Source: an optimization exercise on an open RTL-to-GDS flow (aim: small area). Production flows keep margins and buffers that such runs may drop. In this exercise RTL edits were held to simulation tests only and were not proved equivalent to the original. Power and IR drop assume default switching activity.

--- design/flow/design.v ---
module riscvboy_core_top #(
    parameter           PC_W    = 32,
    parameter           INS_W   = 32
) (
   input                clk_sys,
   input                rst     ,
   output               o_instr_ren,
   output [31:0]        o_instr_raddr    ,
   input  [INS_W-1:0]   i_instr_dina ,
   output               o_mem_wen,
   output [3:0]         o_mem_wbe,
   output               o_mem_ren,
   output [31:0]        o_mem_addr,
   input  [31:0]        i_mem_rdata,
   output [31:0]        o_mem_wdata
);
reg  [31:0] pc;         
reg         v_id;       
reg  [31:0] ins;        
reg         h1, h2;     
reg         valid_e;    
reg         halted;     
reg         rdwen_m, wen_m, ren_m;
reg  [31:0] res_m, wd_m;
reg  [4:0]  rd_m;
reg  [2:0]  f3_m;
reg         rdwen_w, ld_w;
reg  [31:0] res_w;
reg  [4:0]  rd_w;
reg  [2:0]  f3_w;
reg  [32*32-1:0] rf;    
wire [6:0] opc = ins[6:0];
wire [2:0] f3  = ins[14:12];
wire [6:0] f7  = ins[31:25];
wire [4:0] a1  = ins[19:15];
wire [4:0] a2  = ins[24:20];
wire op_r   = (opc == 7'b0110011);
wire op_i   = (opc == 7'b0010011);
wire op_l   = (opc == 7'b0000011);
wire op_jr  = (opc == 7'b1100111);
wire op_b   = (opc == 7'b1100011);
wire op_s   = (opc == 7'b0100011);
wire op_sys = (opc == 7'b1110011);
wire op_lui = (opc == 7'b0110111);
wire op_aui = (opc == 7'b0010111);
wire op_jal = (opc == 7'b1101111);
wire f7z = (f7 == 7'b0000000);
wire f7s = (f7 == 7'b0100000);
wire f3_0 = (f3 == 3'd0);
wire f3_1 = (f3 == 3'd1);
wire f3_2 = (f3 == 3'd2);
wire f3_3 = (f3 == 3'd3);
wire f3_4 = (f3 == 3'd4);
wire f3_5 = (f3 == 3'd5);
wire f3_6 = (f3 == 3'd6);
wire f3_7 = (f3 == 3'd7);
wire alu_g  = (op_r & f7z) | op_i;        
wire alu_ri = op_r | op_i;
wire i_add  = alu_g & f3_0;
wire i_sub  = op_r & f7s & f3_0;
wire i_sll  = alu_ri & f7z & f3_1;
wire i_slt  = alu_g & f3_2;
wire i_sltu = alu_g & f3_3;
wire i_xor  = alu_g & f3_4;
wire i_srl  = alu_ri & f7z & f3_5;
wire i_sra  = alu_ri & f7s & f3_5;
wire i_or   = alu_g & f3_6;
wire i_and  = alu_g & f3_7;
wire i_jalr = op_jr & f3_0;
wire lval   = op_l & ~(f3[1] & f3[0]) & ~(f3[2] & f3[1]);    
wire sval   = op_s & ~f3[2] & ~(f3[1] & f3[0]);             
wire ecall_d = op_sys & f3_0 & (ins[31:20] == 12'd0);
wire need_rd = op_lui | op_aui | op_jal | op_jr | op_l | op_i | op_r | (op_sys & ~f3_0);
wire ecall_e = valid_e & ecall_d;
wire [31:0] pc_e = pc - {27'd0, ~h1 & ~h2, h1 ^ h2, 2'b00};
wire halt    = halted | ecall_e;
wire [31:0] imm_i = {{20{ins[31]}}, ins[31:20]};
wire [31:0] imm_s = {{20{ins[31]}}, ins[31:25], ins[11:7]};
wire [31:0] imm_b = {{19{ins[31]}}, ins[31], ins[7], ins[30:25], ins[11:8], 1'b0};
wire [31:0] imm_u = {ins[31:12], 12'b0};
wire [31:0] imm_j = {{11{ins[31]}}, ins[31], ins[19:12], ins[20], ins[30:21], 1'b0};
wire use_imm = op_i | op_l | op_s | op_jr | op_lui | op_jal;
wire [31:0] imm_a = ({32{op_i | op_l | op_jr}} & imm_i) |
                    ({32{op_s}}   & imm_s) |
                    ({32{op_lui}} & imm_u) |
                    ({32{op_jal}} & imm_j);
wire [31:0] imm_pc = ({32{op_jal | op_jr}} & 32'd4) |
                     ({32{op_aui}} & imm_u) |
                     ({32{op_b}}   & imm_b);
wire [31:0] ld_data;
wire [31:0] wb_data = ld_w ? ld_data : res_w;
reg  kill1, fm1_r, fw1_r, fm2_r, fw2_r;
wire [6:0] opc_id = i_instr_dina[6:0];
wire [4:0] a1_id  = i_instr_dina[19:15];
wire [4:0] a2_id  = i_instr_dina[24:20];
wire       wr_nx  = valid_e & need_rd;        
always @(posedge clk_sys) begin
    kill1 <= (opc_id == 7'b0110111) | (opc_id == 7'b1101111);    
    fm1_r <= wr_nx & (ins[11:7] == a1_id) & (a1_id != 5'd0);
    fw1_r <= rdwen_m & (rd_m == a1_id) & (a1_id != 5'd0);
    fm2_r <= wr_nx & (ins[11:7] == a2_id) & (a2_id != 5'd0);
    fw2_r <= rdwen_m & (rd_m == a2_id) & (a2_id != 5'd0);
end
wire fm1 = fm1_r;
wire fw1 = fw1_r & ~fm1_r;
wire rf1 = ~fm1 & ~fw1 & ~kill1;
wire fm2 = fm2_r;
wire fw2 = fw2_r & ~fm2_r;
wire rf2 = ~fm2 & ~fw2;
wire [33:0] sel1, sel2;
genvar g1;
generate
    for (g1 = 1; g1 < 32; g1 = g1 + 1) begin : g_sel
        assign sel1[g1] = rf1 & (a1 == g1);
        assign sel2[g1] = rf2 & (a2 == g1);
    end
endgenerate
assign sel1[0]  = fm1 & ~kill1;
assign sel1[32] = fw1 & ~kill1;
assign sel1[33] = op_jal;
assign sel2[0]  = fm2;
assign sel2[32] = fw2;
assign sel2[33] = 1'b0;
wire [34*32-1:0] src;
assign src[0 +: 32]     = res_m;
assign src[32*32 +: 32] = wb_data;
assign src[33*32 +: 32] = pc_e;
assign src[32 +: 31*32] = rf[32 +: 31*32];
wire [31:0] op1, rs2v;
genvar gb;
generate
    for (gb = 0; gb < 32; gb = gb + 1) begin : g_rd
        wire [33:0] col1, col2;
        genvar gk;
        for (gk = 0; gk < 34; gk = gk + 1) begin : g_leg
            assign col1[gk] = sel1[gk] & src[gk*32 + gb];
            assign col2[gk] = sel2[gk] & src[gk*32 + gb];
        end
        assign op1[gb]  = |col1;
        assign rs2v[gb] = |col2;
    end
endgenerate
wire [31:0] op2 = use_imm ? imm_a : rs2v;
wire do_sub = i_sub | i_slt | i_sltu | op_b;
wire [31:0] op2x = op2 ^ {32{do_sub}};
wire [32:0] sum_a = {1'b0, op1} + {1'b0, op2x} + {32'd0, do_sub};
wire [31:0] add_a = sum_a[31:0];
wire [31:0] x12 = op1 ^ op2x;                 
wire        eq  = &x12;                        
wire        ltu = ~sum_a[32];
wire        lt  = (op1[31] ^ op2[31]) ? op1[31] : add_a[31];
wire [31:0] add_pc = pc_e + imm_pc;
wire take = op_b & ((f3[2] ? (f3[1] ? ltu : lt) : eq) ^ f3[0]) & ~(~f3[2] & f3[1]);
wire jj   = valid_e & (op_jal | i_jalr);     
wire tk   = valid_e & take;                  
wire jump = jj | tk;
function [31:0] rev32(input [31:0] x);
    integer j;
    begin
        for (j = 0; j < 32; j = j + 1) rev32[j] = x[31 - j];
    end
endfunction
wire [4:0]  shamt = op2[4:0];
wire        fill  = i_sra & op1[31];
wire [31:0] sh_in = i_sll ? rev32(op1) : op1;
wire [31:0] sh1 = shamt[4] ? {{16{fill}}, sh_in[31:16]} : sh_in;
wire [31:0] sh2 = shamt[3] ? {{8{fill}}, sh1[31:8]} : sh1;
wire [31:0] sh3 = shamt[2] ? {{4{fill}}, sh2[31:4]} : sh2;
wire [31:0] sh4 = shamt[1] ? {{2{fill}}, sh3[31:2]} : sh3;
wire [31:0] sh_r = shamt[0] ? {fill, sh4[31:1]} : sh4;
wire [31:0] sh_out = i_sll ? rev32(sh_r) : sh_r;
wire sel_a  = i_add | i_sub | lval | sval | op_lui;
wire sel_pc = op_jal | i_jalr | op_aui;
wire sel_sh = i_sll | i_srl | i_sra;
wire [31:0] result = ({32{sel_a}}  & add_a) |
                     ({32{sel_pc}} & add_pc) |
                     ({32{sel_sh}} & sh_out) |
                     ({32{i_xor | i_or}} & x12) | ({32{i_or | i_and}} & (op1 & op2x)) |
                     {31'd0, (i_slt & lt) | (i_sltu & ltu)};
reg [31:0] wdata;
always @(*) begin
    case (add_a[1:0])
        2'b00: wdata = rs2v;
        2'b01: wdata = {rs2v[23:0], rs2v[31:24]};
        2'b10: wdata = {rs2v[15:0], rs2v[31:16]};
        default: wdata = {rs2v[7:0], rs2v[31:8]};
    endcase
end
wire ld_id = v_id & (i_instr_dina[6:0] == 7'b0000011);
wire hold  = halt | ld_id;
always @(posedge clk_sys or posedge rst) begin
    if (rst) begin
        pc      <= 32'd0;
        v_id    <= 1'b0;
        valid_e <= 1'b0;
        halted  <= 1'b0;
    end else begin
        pc <= hold ? pc : jj ? add_a : tk ? add_pc : pc + 32'd4;
        v_id    <= ~(jump | halt);
        valid_e <= v_id & ~jump & ~halt;
        halted  <= halt;
    end
end
always @(posedge clk_sys) begin
    h1    <= hold;
    h2    <= h1;
    ins   <= i_instr_dina;
end
assign o_instr_ren   = 1'b1;
assign o_instr_raddr = pc;
always @(posedge clk_sys or posedge rst) begin
    if (rst) begin
        rdwen_m <= 1'b0;
        wen_m   <= 1'b0;
        ren_m   <= 1'b0;
        rdwen_w <= 1'b0;
    end else begin
        rdwen_m <= valid_e & need_rd;
        wen_m   <= valid_e & sval;
        ren_m   <= valid_e & lval;
        rdwen_w <= rdwen_m;
    end
end
always @(posedge clk_sys) begin
    res_m <= result;
    wd_m  <= wdata;
    rd_m  <= ins[11:7];
    f3_m  <= f3;
    res_w <= res_m;
    rd_w  <= rd_m;
    f3_w  <= f3_m;
    ld_w  <= ren_m;
end
assign o_mem_wen   = wen_m;
assign o_mem_ren   = ren_m;
assign o_mem_addr  = res_m;
assign o_mem_wdata = wd_m;
assign o_mem_wbe   = f3_m[1] ? 4'b1111 :
                     f3_m[0] ? (4'b0011 << res_m[1:0]) :
                               (4'b0001 << res_m[1:0]);
wire [1:0]  lo = res_w[1:0];
wire [7:0]  lbyte = lo[1] ? (lo[0] ? i_mem_rdata[31:24] : i_mem_rdata[23:16])
                          : (lo[0] ? i_mem_rdata[15:8]  : i_mem_rdata[7:0]);
wire [15:0] lhalf = lo[1] ? i_mem_rdata[31:16] : i_mem_rdata[15:0];
wire        lsgn  = ~f3_w[2];
wire        lw_   = f3_w[1];
wire        lh_   = ~f3_w[1] & f3_w[0];
wire        lb_   = ~f3_w[1] & ~f3_w[0];
wire        lext  = lsgn & (lh_ ? lhalf[15] : lbyte[7]);
assign ld_data[7:0]   = lb_ ? lbyte : lh_ ? lhalf[7:0] : i_mem_rdata[7:0];
assign ld_data[15:8]  = lw_ ? i_mem_rdata[15:8] : lh_ ? lhalf[15:8] : {8{lext}};
assign ld_data[31:16] = lw_ ? i_mem_rdata[31:16] : {16{lext}};
genvar g;
generate
    for (g = 1; g < 32; g = g + 1) begin : g_rf
        always @(posedge clk_sys)
            if (rdwen_w && (rd_w == g))
                rf[g*32 +: 32] <= wb_data;
    end
endgenerate
endmodule
--- design/flow/flow/run.sh ---
#!/bin/bash
# Layout flow: the standard ORFS layout (standard.sh), with these changes:
#  * synthesis maps logic with an area-recovering ABC script (flow/area.abc,
#    through flow/synth_area.tcl, which otherwise runs synth_recipe.tcl);
#  * ports are buffered with the smallest buffer cell;
#  * clock tree synthesis uses larger sink clusters and inserts no dummy loads;
# Each tool's full output goes to a log file in this folder (standard_flow.log
# for the make run; ORFS's own per-step logs stay under orfs/logs/).
set -euo pipefail
W=$(pwd)
export AREA_ABC_SCRIPT="$W/flow/area.abc"
export FLOW_SYNTH_TCL="$W/synth_recipe.tcl"
export BUFFER_PORTS_ARGS="-buffer_cell sky130_fd_sc_hd__buf_1"
export CTS_ARGS="-sink_clustering_enable -repair_clock_nets -dont_use_dummy_load -sink_clustering_size 20 -sink_clustering_max_diameter 80 -buf_list {sky130_fd_sc_hd__clkbuf_8 sky130_fd_sc_hd__clkbuf_16}"

# standard.sh with the synthesis script swapped for flow/synth_area.tcl
sed -E "s#SYNTH_SCRIPT=[^ ]+#SYNTH_SCRIPT=$W/flow/synth_area.tcl#" standard.sh > flow_area.sh
grep -q "SYNTH_SCRIPT=$W/flow/synth_area.tcl" flow_area.sh
bash flow_area.sh > standard_flow.log 2>&1
--- design/flow/flow/area.abc ---
&get -n
&st
&dc2
&dch -f
&nf -R 1000
&st
&dch -f
&nf -R 1000
&put
--- design/flow/flow/synth_area.tcl ---
# The standard synthesis (synth_recipe.tcl), with one change: the ABC
# mapping step uses flow/area.abc, an area-recovering script, instead of
# ORFS's speed script. Registers, names and all other steps are unchanged.
proc abc {args} {
  set i [lsearch -exact $args -script]
  if {$i >= 0} { lset args [expr {$i + 1}] $::env(AREA_ABC_SCRIPT) }
  yosys abc {*}$args
}
source $::env(FLOW_SYNTH_TCL)
--- design/flow/standard.sh ---
#!/bin/bash
# synth_recipe.tcl (not shown) runs the flow's synth.tcl, then flattens the netlist and writes it again
# the make line also repeats each setting of config.mk as NAME=value (left out here)
make -C /OpenROAD-flow-scripts/flow DESIGN_CONFIG=/design/flow/config.mk WORK_HOME=/design/flow/orfs CLKGATE_MAP_FILE= SYNTH_SCRIPT=/design/flow/synth_recipe.tcl "${@:-finish}"
--- design/flow/config.mk ---
export PLATFORM = sky130hd
export DESIGN_NAME = riscvboy_core_top
export DESIGN_NICKNAME = riscvboy_core_top
export VERILOG_FILES = /design/flow/design.v
export SDC_FILE = /design/flow/constraint.sdc
export NUM_CORES = 4
export LEC_CHECK = 0
export CAP_MARGIN = 20
export CORE_MARGIN = 2
export CORE_UTILIZATION = 45
export PLACE_DENSITY = 0.65
export SLEW_MARGIN = 20
--- design/flow/constraint.sdc ---
create_clock -name core_clock -period 10.0 [get_ports {clk_sys}]
set_input_delay 2.0000 -clock core_clock [delete_from_list [all_inputs] [get_ports {clk_sys}]]
set_output_delay 2.0000 -clock core_clock [all_outputs]
set_load 0.01 [all_outputs]
==> out/results.ini, run 1 <==
[outcome]
outcome = no timing/DRC/antenna violations

[critical_path]
reg2reg_slack_ns = 1.17
slowest_delay_ns = 0.50
rr_worst_depth = 31
worst_ep_required_time_ns = 10.56
rr_startpoint = f3_w[1]$_DFF_P_
end_kind = flip-flop
rr_endpoint = pc[3]$_DFFE_PP0N_
start_kind = flip-flop
crit_type = reg -> reg
crit_start = f3_w[1]$_DFF_P_
crit_end = pc[3]$_DFFE_PP0N_
critical_path_arrival_ns = 9.38
crit_fanout = 20
slowest_stage = o211ai_1

[finish]
fin_nets = 4933
multi_input_area_sq_um = 21180
fin_cells = 6428
drive_gt1_share_pct = 10.68
regArea_sq_um = 33810
fill_cells = 10370
final_core_util_pct = 51.77
syn2layout_area_growth_pct = 13.84

[power_and_ir_drop]
internal_power_w = 0.007610
p_sw_share_pct = 34.06
fin_total_pwr_w = 0.01154
p_clk_share_pct = 25.8
ir_worst_vdd_v = 0.0001722
seq_power_share_pct = 49.0
power.leakage_nw = 20.33
p_sw_w = 0.003931
combPwrFrac_pct = 25.2
power.density_nw_per_um2 = 185.6

[timing]
fin_crit_ns = 8.826
clock_skew_ns = 0.09827
rsz0062_at_grt = false
fin_crit_sh_pct = 88.26
setup_violations = 0
hold_viol_final = 0
maxClockFrequency_mhz = 113.3
final.hold.worst_slack_ns = 0.3524
drv_slew = 0
worstMarginPinSlew_ns = 1.350
tns_ns = 0
max_slew_margin_pct = 9.070

[detailed_routing]
ant_nets = 0
dr.pass1.iters = 23
drt_iter0_markers = 15960
vias_per_cell = 8.232
vias = 52910
drc = 0
route.detailed.wl_per_inst_um = 47.32
drt-total-wl_um = 304100

[synth]
synth_edf_count = 992
ys_seq_elements = 1183
yosysWarnings = 1
syn_area_sq_um = 54620
synth_flop_cell = edfxtp_1
synth_nets = 4439
synth_top_area_share_pct = 54.53
postSynth.asyncResetShare_pct = 3.297
postSynthCellCount = 4304
yosys-top-cells-count = 992 x edfxtp_1, 458 x nand2_1, 384 x a222oi_1
seq_area_frac_synth_pct = 61.89
synth_area_per_cell_sq_um = 12.69
synth_most_common_cell = edfxtp_1
synth_top_area_cell = edfxtp_1
synthDistinctLibCells = 60
yosys-top-cells-area = edfxtp_1 55%, a222oi_1 7.0%, dfxtp_1 5.6%

[cts]
clock_latency_ns = 0.72
clock-sinks = 1183
post-cts-setup-buffers = 0
cts_hold_buf = 0
clk_pin_slew_worst_paths_ns = 0.08
cts_resized = 0
cts-root-buf = clkbuf_16
clk_path_buf_depth = 3
cts_tree = built
cts_buffers = 76
htreeDepth = 3

[placement]
place_hpwl_um = 189500
place_congestion = 1.070
io_buffers = 167
dp.cells = 6332

[global_routing]
antenna_found_initial = 28
grt_start_max_net_pins = 60
grt_pass1_wl_um = 400400
grt_pass1_vias = 47840
overflow = 0
grt_usage_pct = 46.98

[floorplanning]
io-pin-count = 169
coreArea_sq_um = 120100
dieArea_sq_um = 124200
fp.dieH_um = 352.4
initial_core_util_pct = 45.47
placementRows = 127
dieWidth_um = 352.4

[min_path]
holdCritPathClass = reg -> reg

[flow_run]
maxCapViolations = 0

power groups by stage:
stage / combinational, W / clock [W] / sequential (W)
4_1_cts: 0.00271 / 0.00295 / 0.00565
5_1_grt: 0.00296 / 0.00310 / 0.00568
6_report: 0.00291 / 0.00297 / 0.00566
3_3_place_gp: 0.00271 / 0 / 0.00575
3_5_place_dp: 0.00269 / 0 / 0.00576
2_1_floorplan: 0.00143 / 0 / 0.00575
flip-flops by register name, summed over array words and instances, names as in the netlist, 3 cells and up:
name and cells:
rf 992, ins 32, pc 32, res_m 32, res_w 32, wd_m 32, rd_m 5, rd_w 5
f3_m 3, f3_w 3
through the flow:
step | cell area [sq um] | setup WS, ns
after floorplan | 54650 | 0.04402
after global routing | 62140 | 0.7302
after global placement | 60140 | 1.050
final | 62190 | 1.174
after detailed placement | 60180 | 0.9845
after CTS | 62080 | 1.542
layer usage:
metal | track usage (%) | share of wire (%) | up-vias
met5 | 2.077 | 0.24 | -
met4 | 36.94 | 11 | 29
met3 | 28.87 | 20 | 2129
met2 | 62.27 | 37 | 6540
met1 | 53.72 | 31 | 24920
li1 | - | - | 19300
kinds of logic (layout without fill, tap and decap cells):
family | after synthesis | in the layout | share of synthesized area [%]
adders and majority gates | 70 | 70 | 1.640
buffers and inverters | 106 | 598 | 0.9689
xor gates and xnor gates | 146 | 146 | 2.341
other | 1 | 21 | 0.006865
AOI/OAI and AO/OA | 1539 | 1539 | 21.56
and+or+nand+nor | 1183 | 1183 | 10.15
muxes | 76 | 76 | 1.445
DFF | 1183 | 1183 | 61.89
how the worst min path moves through the flow:
stage	startpoint	end	slack, ns	cells past startpoint
after floorplan	f3_m[2]$_DFF_P_	f3_w[2]$_DFF_P_	0.31	0
after global placement	f3_m[2]$_DFF_P_	f3_w[2]$_DFF_P_	0.32	0
after detailed placement	f3_m[2]$_DFF_P_	f3_w[2]$_DFF_P_	0.31	0
after CTS	f3_m[2]$_DFF_P_	f3_w[2]$_DFF_P_	0.35	0
after global routing	f3_m[2]$_DFF_P_	f3_w[2]$_DFF_P_	0.36	0
final	f3_m[2]$_DFF_P_	f3_w[2]$_DFF_P_	0.35	0
final cells by class:
| cell class | instances | share of cell area [%] |
|---|---|---|
| Sequential cell | 1183 | 54.37 |
| Multi-Input combinational cell | 3015 | 34.05 |
| Timing Repair Buffer | 451 | 4.770 |
| Tap cell | 1612 | 3.243 |
| Clock buffer | 76 | 3.058 |
| Inverter | 71 | 0.4286 |
| Antenna cell | 20 | 0.08048 |
critical path, delay by kind of cell, from the launching register on:
family	cells	cell delay [ns]
fa+ha+maj	2	0.79
compound gates	13	3.43
buf+inv	4	0.98
xor+xnor	2	0.29
flops	1	0.45
simple gates	10	2.74
cell usage in the layout (no fill, tap or decap), types with 66 or more instances in the layout:
cell type and count:
a21oi_1 219, a221oi_1 83, a222oi_1 384, a22o_1 70, a22oi_1 323, buf_1 167
buf_4 267, clkbuf_16 76, clkinv_1 70, dfxtp_1 150, edfxtp_1 992, ha_1 66
mux2i_1 71, nand2_1 458, nand3_1 87, nand4_1 171, nor2_1 192, o21ai_0 192
xor2_1 83
==> run 2, diff against run 1 <==
--- a/design/flow/flow/run.sh
+++ b/design/flow/flow/run.sh
@@ -4,6 +4,7 @@
 #    through flow/synth_area.tcl, which otherwise runs synth_recipe.tcl);
 #  * ports are buffered with the smallest buffer cell;
 #  * clock tree synthesis uses larger sink clusters and inserts no dummy loads;
+#  * after global routing, gates off the critical paths are downsized.
 # Each tool's full output goes to a log file in this folder (standard_flow.log
 # for the make run; ORFS's own per-step logs stay under orfs/logs/).
 set -euo pipefail
@@ -12,6 +13,7 @@
 export FLOW_SYNTH_TCL="$W/synth_recipe.tcl"
 export BUFFER_PORTS_ARGS="-buffer_cell sky130_fd_sc_hd__buf_1"
 export CTS_ARGS="-sink_clustering_enable -repair_clock_nets -dont_use_dummy_load -sink_clustering_size 20 -sink_clustering_max_diameter 80 -buf_list {sky130_fd_sc_hd__clkbuf_8 sky130_fd_sc_hd__clkbuf_16}"
+export RECOVER_POWER=100
 
 # standard.sh with the synthesis script swapped for flow/synth_area.tcl
 sed -E "s#SYNTH_SCRIPT=[^ ]+#SYNTH_SCRIPT=$W/flow/synth_area.tcl#" standard.sh > flow_area.sh
--- a/design/flow/config.mk
+++ b/design/flow/config.mk
@@ -5,8 +5,8 @@
 export SDC_FILE = /design/flow/constraint.sdc
 export NUM_CORES = 4
 export LEC_CHECK = 0
-export CAP_MARGIN = 20
+export CAP_MARGIN = 10
 export CORE_MARGIN = 2
 export CORE_UTILIZATION = 45
 export PLACE_DENSITY = 0.65
-export SLEW_MARGIN = 20
+export SLEW_MARGIN = 10
==> out/results.ini, run 2 <==
[timing]
maxClockFrequency_mhz = 105.7  ; was 113.3 MHz
max_slew_margin_pct = -236.6  ; was 9.070%
worstMarginPinSlew_ns = 5.049  ; was 1.350 ns
setup_violations = 0  ; unchanged
fin_crit_ns = 9.465  ; was 8.826 ns
hold_viol_final = 0  ; unchanged
tns_ns = 0  ; unchanged
setup_slack_ns = 0.5348  ; was 1.174 ns
rsz0062_at_grt = false  ; unchanged
clock_skew_ns = 0.08496  ; was 0.09827 ns
fin_crit_sh_pct = 94.65  ; was 88.26%
drv_slew = 1221  ; was 0

[power_and_ir_drop]
power.leakage_nw = 19.91  ; was 20.33 nW
power.density_nw_per_um2 = 186.3  ; was 185.6 nW/um^2
ir_worst_vdd_v = 0.0001479  ; was 0.0001722 V

[synth]
synth-simple-area-share_pct = 10.15  ; unchanged
synth_flop_cell = edfxtp_1  ; unchanged
synth-compound-area-share_pct = 21.56  ; unchanged
synth_top_area_share_pct = 54.53  ; unchanged
muxShareOfSynthArea_pct = 1.445  ; unchanged
synth_fa_ha_area_share_pct = 1.640  ; unchanged
seq_area_frac_synth_pct = 61.89  ; unchanged
synth_nets = 4439  ; unchanged
synthDistinctLibCells = 60  ; unchanged
synth-xor-area-share_pct = 2.341  ; unchanged
yosysWarnings = 1  ; unchanged
postSynth.asyncResetShare_pct = 3.297  ; unchanged
synth_top_area_cell = edfxtp_1  ; unchanged
ys_seq_elements = 1183  ; unchanged
synth_most_common_cell = edfxtp_1  ; unchanged
synth_edf_count = 992  ; unchanged
synth_top_family_by_area = compound AO/OA/AOI/OAI gates  ; unchanged
syn_area_sq_um = 54620  ; unchanged
yosys-top-cells-count = 992 x edfxtp_1, 458 x nand2_1, 384 x a222oi_1  ; unchanged
yosys-top-cells-area = edfxtp_1 55%, a222oi_1 7.0%, dfxtp_1 5.6%  ; unchanged
synth_area_per_cell_sq_um = 12.69  ; unchanged
postSynthCellCount = 4304  ; unchanged

[floorplanning]
coreArea_sq_um = 120100  ; unchanged
io-pin-count = 169  ; unchanged
dieArea_sq_um = 124200  ; unchanged
fp.dieH_um = 352.4  ; unchanged
placementRows = 127  ; unchanged
dieWidth_um = 352.4  ; unchanged
initial_core_util_pct = 45.47  ; unchanged

[finish]
multi_input_area_sq_um = 20850  ; was 21,180 sq um
syn2layout_area_growth_pct = 12.58  ; was 13.84%
fill_cells = 10510  ; was 10,370
layout_commonest_cell = edfxtp_1  ; unchanged
fin_nets = 4929  ; was 4,933
final_cell_mix = 992 x edfxtp_1, 458 x nand2_1, 384 x a222oi_1  ; unchanged
regArea_sq_um = 33810  ; unchanged
drive_gt1_share_pct = 7.930  ; was 10.68%
largest_reg_flops = 992  ; unchanged
top_register = rf  ; unchanged
fin_cells = 6435  ; was 6,428

[global_routing]
gr-max-usage-layer = met2  ; unchanged
grt_pass1_wl_um = 400900  ; was 400,400 um
antenna_found_initial = 39  ; was 28
use_met1_pct = 53.59  ; was 53.72%
met3_usage_pct = 28.88  ; was 28.87%
grt_pass1_vias = 48020  ; was 47,840
gr-usage-met2_pct = 61.80  ; was 62.27%
grt_start_max_net_pins = 60  ; unchanged
overflow = 0  ; unchanged
grt_usage_pct = 47.01  ; was 46.98%

[critical_path]
crit_fanout = 35  ; was 20
rr_endpoint = wd_m[31]$_DFF_P_  ; was pc[3]$_DFFE_PP0N_
crit_start = ins[21]$_DFF_P_  ; was f3_w[1]$_DFF_P_
critical_path_arrival_ns = 9.83  ; was 9.38 ns
reg2reg_slack_ns = 0.53  ; was 1.17 ns
worst_ep_required_time_ns = 10.37  ; was 10.56 ns
crit_end = wd_m[31]$_DFF_P_  ; was pc[3]$_DFFE_PP0N_
rr_worst_depth = 17  ; was 31
crit_type = reg -> reg  ; unchanged
end_kind = flip-flop  ; unchanged
start_kind = flip-flop  ; unchanged
rr_startpoint = ins[21]$_DFF_P_  ; was f3_w[1]$_DFF_P_

[cts]
cts_tree = built  ; unchanged
cts_resized = 0  ; unchanged
cts-root-buf = clkbuf_16  ; unchanged
clock_latency_ns = 0.72  ; about the same
clk_path_buf_depth = 3  ; unchanged
cts_buffers = 72  ; was 76
htreeDepth = 3  ; unchanged
clock-sinks = 1183  ; unchanged
post-cts-setup-buffers = 0  ; unchanged
cts_hold_buf = 0  ; unchanged
clk_pin_slew_worst_paths_ns = 0.08  ; about the same

[outcome]
outcome = finished with violations  ; was no timing/DRC/antenna violations
failed_checks = max-capacitance violations, max-slew violations

[placement]
dp.cells = 6331  ; was 6,332
io_buffers = 167  ; unchanged
place_congestion = 1.070  ; unchanged
place_hpwl_um = 189300  ; was 189,500 um
pre_cts_ws_ns = 0.9728  ; was 0.9845 ns

[detailed_routing]
drt_iter0_markers = 15820  ; was 15,960
drt-total-wl_um = 304700  ; was 304,100 um
dr.pass1.iters = 28  ; was 23
ant_nets = 0  ; unchanged
vias_per_cell = 8.234  ; was 8.232
drc = 0  ; unchanged
vias = 52990  ; was 52,910
route.detailed.wl_per_inst_um = 47.35  ; was 47.32 um

[min_path]
holdCritPathClass = reg -> reg  ; unchanged

[flow_run]
maxCapViolations = 42  ; was 0

[run 2: cell counts after synthesis]
Identical to the previous run, type by type.
[run 2: layer usage]
layer | vias to the layer above | share of wire [%]
met5 | - | 0.21
met4 | 36 | 11
met3 | 2094 | 20
met2 | 6535 | 37
met1 | 25010 | 31
li1 | 19310 | -
[run 2: critical path: stages, from the launching register on]
cell and delay, ns:
dfxtp_1 0.82, clkbuf_1 0.51, nand2b_1 0.50, nor3_2 0.37
a22o_1 0.33, a221oi_1 0.26, nand4_1 0.14, nor3_1 0.30
o21ai_0 0.49, a222oi_1 0.60, clkbuf_1 1.55, xor2_1 0.17
ha_1 0.48, xnor2_1 0.18, clkbuf_1 0.76, and2_0 0.22
clkbuf_1 0.82, o21ai_0 0.63
[run 2: stage by stage]
step | util, % | cell area (sq um) | power (W) | hold WS, ns
after floorplan | - | 54650 | 0.007177 | 0.3096
after global placement | 50.06 | 60140 | 0.008461 | 0.3151
after detailed placement | 50.08 | 60160 | 0.008449 | 0.3144
after CTS | 51.58 | 61960 | 0.01121 | 0.3487
after global routing | 51.16 | 61450 | 0.01164 | 0.3565
final | 51.19 | 61500 | 0.01146 | 0.3541
[run 2: kinds of logic after synthesis]
group,after synthesis
adder cells (fa/ha/maj),70
AND/OR/NAND/NOR,1183
buffers and inverters,106
multiplexers,76
AO/OA/AOI/OAI,1539
flip-flops,1183
XOR/XNOR,146
other,1
[run 2: how the worst min path moves through the flow]
stage | from | endpoint | slack (ns) | cells after the start
after floorplan | f3_m[2]$_DFF_P_ | f3_w[2]$_DFF_P_ | 0.31 | 0
after global placement | f3_m[2]$_DFF_P_ | f3_w[2]$_DFF_P_ | 0.32 | 0
after detailed placement | f3_m[2]$_DFF_P_ | f3_w[2]$_DFF_P_ | 0.31 | 0
after CTS | f3_m[2]$_DFF_P_ | f3_w[2]$_DFF_P_ | 0.35 | 0
after global routing | f3_m[2]$_DFF_P_ | f3_w[2]$_DFF_P_ | 0.36 | 0
final | f3_m[2]$_DFF_P_ | f3_w[2]$_DFF_P_ | 0.35 | 0
[run 2: cell type report]
| cell class | instances | area share, % |
|---|---|---|
| Timing Repair Buffer | 451 | 4.348 |
| Inverter | 71 | 0.4334 |
| Tap cell | 1612 | 3.280 |
| Multi-Input combinational cell | 3015 | 33.91 |
| Antenna cell | 31 | 0.1261 |
| Clock buffer | 72 | 2.930 |
| Sequential cell | 1183 | 54.98 |
[run 2: power breakdown]
group | leakage [nW] | switching (W) | internal [W] | total [W]
clock network | 0.887 | 0.00163 | 0.00128 | 0.00291
registers | 10.6 | 0.000199 | 0.00546 | 0.00566
logic | 8.42 | 0.00210 | 0.000792 | 0.00289
total | 19.9 | 0.00392 | 0.00753 | 0.0115

## separate check: timing with driven ports
The results above use ideal ports. As a check the final layouts listed here were re-extracted and re-timed, cells and wires unchanged.
Step 1 sets driving cells, clkbuf_16 on the clock port and buf_2 on the other inputs (assumed; they add their load-dependent delay and slew).
Step 2 also shifts input and output timing later by t, the mid clock arrival at the registers, as if the neighbouring blocks saw the same clock.
Three values: ideal ports, drivers, drivers and shift; two values: the first two.
| run | t (ns) | setup slack, ns | hold slack, ns | clock arrival spread, ns | slew at the worst register clock pin (ns) |
|---|---|---|---|---|---|
| run 1 | 0.755 | 1.174 / 1.174 / 0.611 | 0.352 / 0.352 / 0.352 | 0.098 / 0.098 | 0.09 / 0.09 |
| run 2 | 0.758 | 0.535 / 0.535 / 0.128 | 0.354 / 0.354 / 0.354 | 0.085 / 0.085 | 0.10 / 0.10 |
For run 1, which loses most, drivers alone change the setup slack by 0.000 ns; drivers and shift together by -0.563 ns.
